Context: an optimization exercise on an open-source flow, tuned for small area and a short achievable clock period. The choices shown serve that exercise and are no tape-out recipe. Where RTL was checked, it was by simulation tests only, not by an equivalence proof against the original. Power figures rest on the tool's default switching activity, not on a simulated workload.

## quartz
==> flow/design.v <==
module FIFO(
    input  wire clk,
    input  wire rstn,
    input  wire wr_en,
    input  wire rd_en,
    input  wire [7:0] data_in,
    output wire full,
    output wire empty,
    output wire [7:0] data_out
 );
    reg [7:0] mem [1:31];
    reg [4:0] tp;        
    reg [4:0] hp;        
    reg       ne_r;      
    reg       full_r;
    reg       le1_r;     
    reg [3:0] rlo_r;     
    reg [7:0] rhi_r;     
    reg [7:0] out_r;     
    wire empty_r = ~ne_r;
    wire w    = wr_en & ~full_r;
    wire r    = rd_en & ne_r;
    wire [4:0] tp1 = {tp[3:0], tp[4] ^ tp[2]};
    wire [4:0] hp1 = {hp[3:0], hp[4] ^ hp[2]};
    wire one  = ne_r & ~full_r & (hp == tp);     
    wire two  = (tp == hp1);                      
    wire n31  = (tp1 == hp);                      
    wire       hp_inc, le1_nx;
    fifo_ctl u_ctl (.wr(wr_en), .rd(rd_en), .e(empty_r), .f(full_r), .one(one),
                    .le1(le1_r), .le1_rd(one | two), .hp_inc(hp_inc), .le1_nx(le1_nx));
    wire [4:0] hp_nx  = hp_inc ? hp1 : hp;
    wire [3:0] rlo_nx = {4{~le1_nx}} & (hp_inc ? (4'd1 << hp1[1:0]) : (4'd1 << hp[1:0]));
    wire [7:0] rhi_nx = hp_inc ? (8'd1 << hp1[4:2]) : (8'd1 << hp[4:2]);
    wire [31:0] wsel, rsel;
    fifo_dec32 u_wdec (.a(tp), .en(w), .y(wsel));
    fifo_and8x4 u_rdec (.lo(rlo_r), .hi(rhi_r), .y(rsel));
    wire [7:0] nhead;
    genvar g, b;
    generate for (b = 0; b < 8; b = b + 1) begin : bit_
        wire [31:0] d;
        wire [31:0] s;
        for (g = 1; g < 32; g = g + 1) begin : sl
            assign d[g] = mem[g][b];
            assign s[g] = rsel[g];
        end
        assign d[0] = data_in[b];
        assign s[0] = le1_r;
        fifo_ao32 u_ao (.d(d), .s(s), .y(nhead[b]));
    end endgenerate
    wire [7:0] out_nx;
    fifo_mux2x8 u_omux (.s(empty_r ? wr_en : rd_en), .a(out_r), .b(nhead), .y(out_nx));
    always @(posedge clk or negedge rstn) begin
        if (!rstn) begin
            tp     <= 5'd1;
            hp     <= 5'd1;
            ne_r   <= 1'b0;
            full_r <= 1'b0;
            le1_r  <= 1'b1;
            rlo_r  <= 4'd0;
        end else begin
            if (w) tp <= tp1;
            hp    <= hp_nx;
            le1_r <= le1_nx;
            rlo_r <= rlo_nx;
            if (w & ~r) begin
                ne_r   <= 1'b1;
                full_r <= n31;
            end else if (r & ~w) begin
                ne_r   <= ~one;
                full_r <= 1'b0;
            end
        end
    end
    always @(posedge clk) begin
        rhi_r <= rhi_nx;
        out_r <= out_nx;
    end
    integer i;
    always @(posedge clk) begin
        for (i = 1; i < 32; i = i + 1)
            if (wsel[i]) mem[i] <= data_in;
    end
    assign data_out = out_r;
    assign empty    = empty_r;
    assign full     = full_r;
endmodule
module fifo_ctl(
    input  wire wr,
    input  wire rd,
    input  wire e,        
    input  wire f,        
    input  wire one,      
    input  wire le1,      
    input  wire le1_rd,   
    output wire hp_inc,
    output wire le1_nx
);
    assign hp_inc = (wr & rd) | (wr & e) | (rd & ~e & ~one);
    wire wo = wr & ~rd & ~f;
    wire ro = rd & ~wr & ~e;
    assign le1_nx = wo ? e : ro ? le1_rd : le1;
endmodule
module fifo_dec32(
    input  wire [4:0]  a,
    input  wire        en,
    output wire [31:0] y
);
    wire [3:0] lo = {3'd0, en} << a[1:0];
    wire [7:0] hi = 8'd1 << a[4:2];
    genvar g;
    generate for (g = 0; g < 32; g = g + 1) begin : d
        assign y[g] = lo[g % 4] & hi[g / 4];
    end endgenerate
endmodule
module fifo_and8x4(
    input  wire [3:0]  lo,
    input  wire [7:0]  hi,
    output wire [31:0] y
);
    genvar g;
    generate for (g = 0; g < 32; g = g + 1) begin : d
        assign y[g] = lo[g % 4] & hi[g / 4];
    end endgenerate
endmodule
module fifo_mux2x8(
    input  wire       s,
    input  wire [7:0] a,
    input  wire [7:0] b,
    output wire [7:0] y
);
    assign y = s ? b : a;
endmodule
module fifo_ao32(
    input  wire [31:0] d,
    input  wire [31:0] s,
    output wire        y
);
    wire [3:0] l2;
    wire [1:0] l3;
    genvar g;
    generate
        for (g = 0; g < 4; g = g + 1) begin : n
            fifo_ao8 u (.d(d[8*g +: 8]), .s(s[8*g +: 8]), .y(l2[g]));
        end
        for (g = 0; g < 2; g = g + 1) begin : o
            fifo_nor2 u (.a(l2[2*g]), .b(l2[2*g+1]), .y(l3[g]));
        end
    endgenerate
    fifo_nand2 u_y (.a(l3[0]), .b(l3[1]), .y(y));
endmodule
module fifo_ao8(
    input  wire [7:0] d,
    input  wire [7:0] s,
    output wire       y
);
    assign y = |(d & s);
endmodule
module fifo_nor2(input wire a, b, output wire y);
    assign y = ~(a | b);
endmodule
module fifo_nand2(input wire a, b, output wire y);
    assign y = ~(a & b);
endmodule
==> flow/config.mk <==
export PLATFORM = sky130hd
export DESIGN_NAME = FIFO
export DESIGN_NICKNAME = FIFO
export VERILOG_FILES = /design/flow/design.v
export SDC_FILE = /design/flow/constraint.sdc
export NUM_CORES = 4
export LEC_CHECK = 0
export CAP_MARGIN = 20
export CORE_MARGIN = 2
export CORE_UTILIZATION = 40
export CTS_BUF_LIST = sky130_fd_sc_hd__clkbuf_8
export CTS_CLUSTER_DIAMETER = 50
export CTS_CLUSTER_SIZE = 20
export SETUP_SLACK_MARGIN = 2.95
export SLEW_MARGIN = 20
export SYNTH_HIERARCHICAL = 1
==> flow/constraint.sdc <==
create_clock -name core_clock -period 5.0 [get_ports {clk}]
set_input_delay 1.0000 -clock core_clock [delete_from_list [all_inputs] [get_ports {clk}]]
set_output_delay 1.0000 -clock core_clock [all_outputs]
set_load 0.01 [all_outputs]
run.sh (not shown) runs the stock make flow with config.mk's settings and CLKGATE_MAP_FILE= SYNTH_SCRIPT=/design/flow/synth_recipe.tcl, a recipe that flattens the netlist after the stock synthesis.
Both conditions hold for quartz: the flow ran to the end and the final layout passed the timing, DRC and antenna checks.
--- input diff quartz..xenon ---
==> flow/design.v, changed modules only <==
module FIFO(
    input  wire clk,
    input  wire rstn,
    input  wire wr_en,
    input  wire rd_en,
    input  wire [7:0] data_in,
    output wire full,
    output wire empty,
    output wire [7:0] data_out
 );
    reg [7:0] mem [1:31];
    reg [4:0] tp;        
    reg [4:0] hp;        
    reg       ne_r;      
    reg       full_r;
    reg       le1_r;     
    reg [3:0] rlo_r;     
    reg [7:0] rhi_r;     
    reg [7:0] out_r;     
    wire empty_r = ~ne_r;
    wire w    = wr_en & ~full_r;
    wire r    = rd_en & ne_r;
    wire [4:0] tp1 = {tp[3:0], tp[4] ^ tp[2]};
    wire [4:0] hp1 = {hp[3:0], hp[4] ^ hp[2]};
    wire one  = ne_r & ~full_r & (hp == tp);     
    wire two  = (tp == hp1);                      
    wire n31  = (tp1 == hp);                      
    wire       hp_inc = empty_r ? wr_en : (rd_en & (~one | wr_en));
    wire [4:0] hp_nx  = hp_inc ? hp1 : hp;
    wire       le1_nx = (w & ~r) ? empty_r : (r & ~w) ? (one | two) : le1_r;
    wire [31:0] wsel, rsel;
    fifo_dec32 u_wdec (.a(tp), .en(w), .y(wsel));
    fifo_and8x4 u_rdec (.lo(rlo_r), .hi(rhi_r), .y(rsel));
    wire [7:0] nhead;
    genvar g, b;
    generate for (b = 0; b < 8; b = b + 1) begin : bit_
        wire [31:0] d;
        wire [31:0] s;
        for (g = 1; g < 32; g = g + 1) begin : sl
            assign d[g] = mem[g][b];
            assign s[g] = rsel[g];
        end
        assign d[0] = data_in[b];
        assign s[0] = le1_r;
        fifo_ao32 u_ao (.d(d), .s(s), .y(nhead[b]));
    end endgenerate
    wire [7:0] out_nx;
    fifo_mux2x8 u_omux (.s(empty_r ? wr_en : rd_en), .a(out_r), .b(nhead), .y(out_nx));
    always @(posedge clk or negedge rstn) begin
        if (!rstn) begin
            tp     <= 5'd1;
            hp     <= 5'd1;
            ne_r   <= 1'b0;
            full_r <= 1'b0;
            le1_r  <= 1'b1;
            rlo_r  <= 4'd0;
        end else begin
            if (w) tp <= tp1;
            hp    <= hp_nx;
            le1_r <= le1_nx;
            rlo_r <= le1_nx ? 4'd0 : (4'd1 << hp_nx[1:0]);
            if (w & ~r) begin
                ne_r   <= 1'b1;
                full_r <= n31;
            end else if (r & ~w) begin
                ne_r   <= ~one;
                full_r <= 1'b0;
            end
        end
    end
    always @(posedge clk) begin
        rhi_r <= 8'd1 << hp_nx[4:2];
        out_r <= out_nx;
    end
    integer i;
    always @(posedge clk) begin
        for (i = 1; i < 32; i = i + 1)
            if (wsel[i]) mem[i] <= data_in;
    end
    assign data_out = out_r;
    assign empty    = empty_r;
    assign full     = full_r;
endmodule
// module fifo_ctl removed
### Flow results
- Combinational fraction of design power on xenon is down relative to quartz.
- xenon: fraction of area in multi-input gates higher than quartz
- Compared with quartz, xenon shows a lower wire length.
- Going from quartz to xenon, sequential share of layout area grows by 0.72 points.
- From quartz to xenon the numbers moved as follows: number of nets produced by synthesis up about 3%; via count down 29.
- empty as the end of the critical path was reported by quartz, and rlo_r[2] by xenon.
Function not checked in xenon: the RTL went through the layout flow alone.

---

== main ==
FIFO, a different RTL version from the one above (not shown whole).
For scale: about 480 cells after synthesis, ~270 flip-flops, about 22 I/O pins, roughly 11,000 um^2 of cells after synthesis.
==> module FIFO, before the edit <==
module FIFO(
    input  wire clk,
    input  wire rstn,
    input  wire wr_en,
    input  wire rd_en,
    input  wire [7:0] data_in,
    output wire full,
    output wire empty,
    output wire [7:0] data_out
 );
    reg [7:0] mem [0:31];
    reg [5:0] wr_pntr;
    reg [5:0] rd_pntr;
    always@(posedge clk or negedge rstn) begin
        if(!rstn) begin
            wr_pntr <= 5'd0;
        end else if(wr_en && !full)begin
            wr_pntr <= wr_pntr+1;
        end else begin
            wr_pntr <= wr_pntr; 
        end   
    end
    always@(posedge clk or negedge rstn) begin
        if(!rstn) begin
            rd_pntr <= 5'd0;
        end else if(rd_en && !empty)begin
            rd_pntr <= rd_pntr+1;
        end else begin
            rd_pntr <= rd_pntr; 
        end   
    end    
    always@(posedge clk) begin
        if(wr_en && !full)
            mem[wr_pntr[4:0]] <= data_in;
    end
    assign data_out = mem[rd_pntr[4:0]];
    assign empty = (wr_pntr == rd_pntr) ? 1'b1 : 1'b0;
    assign full  = (wr_pntr[5] == !rd_pntr[5]) &&(wr_pntr[4:0] == rd_pntr[4:0]); 
endmodule
make LEC_CHECK=0 CAP_MARGIN=20 CORE_MARGIN=2 CORE_UTILIZATION=40 SLEW_MARGIN=20 finish   # period 5.0 ns
For the feature branch, these inputs were changed with respect to main:
==> flow/design.v <==
module FIFO(
    input  wire clk,
    input  wire rstn,
    input  wire wr_en,
    input  wire rd_en,
    input  wire [7:0] data_in,
    output wire full,
    output wire empty,
    output wire [7:0] data_out
 );
    reg [7:0] mem [0:31];
    reg [4:0] wp;        
    reg [4:0] np;        
    reg       empty_r;
    reg       full_r;
    reg [7:0] out_r;     
    wire w   = wr_en & ~full_r;
    wire r   = rd_en & ~empty_r;
    wire eq1  = (wp == np);              
    wire eq31 = (wp + 5'd2 == np);       
    always @(posedge clk or negedge rstn) begin
        if (!rstn) begin
            wp      <= 5'd0;
            np      <= 5'd1;
            empty_r <= 1'b1;
            full_r  <= 1'b0;
        end else begin
            if (w) wp <= wp + 5'd1;
            if (r) np <= np + 5'd1;
            if (w & ~r) begin
                empty_r <= 1'b0;
                full_r  <= eq31;
            end else if (r & ~w) begin
                empty_r <= eq1;
                full_r  <= 1'b0;
            end
        end
    end
    always @(posedge clk) begin
        if (w) mem[wp] <= data_in;
    end
    always @(posedge clk) begin
        if (empty_r ? wr_en : rd_en)
            out_r <= (empty_r | eq1) ? data_in : mem[np];
    end
    assign data_out = out_r;
    assign empty    = empty_r;
    assign full     = full_r;
endmodule
Findings:
Between main and the feature branch, die area is lower for main, the feature branch comes in above that. Looking at overall routed net length, the feature branch sits above main. Delta (the feature branch minus main): proportion of power drawn by the clock network stayed essentially flat, transition time at the pin with the least slew margin fell by 280 ps, fraction of standard cell area that is sequential fell by 0.71 points, post-synthesis sequential area ratio fell by 0.67 points.

==> what the ideal ports hide <==
How much do the figures lean on ideal ports? The routed layouts below were timed once more, with nothing changed but the port constraints. Step 1, drivers: a clkbuf_16 drives clk and a buf_2 each remaining input, both assumed. Step 2 adds t to the input delays and takes it off the output delays; t is the mean of the earliest and latest rising clock arrival at the registers after step 1. Input paths then give back, and output paths get back, about the clock's delay inside the block. Three values: ideal, step 1, step 2; two values: the first two.
run	t (ns)	setup WS [ns]	hold WS [ns]	worst setup path after step 2	cell pins on the clock port's net
quartz	0.601	2.865 / 2.822 / 2.378	0.491 / 0.491 / 0.491	input to register	1
xenon	0.604	2.828 / 2.809 / 2.245	0.504 / 0.504 / 0.504	input to register	1
main	0.575	0.413 / 0.368 / 0.943	0.495 / 0.495 / 0.495	register to output	1
the feature branch	0.584	1.778 / 1.802 / 1.218	0.535 / 0.535 / 0.535	input to register	1
After both steps setup and hold are still met in every run listed. For xenon, which loses most, drivers alone change the setup slack by -0.019 ns; drivers and shift together by -0.583 ns.
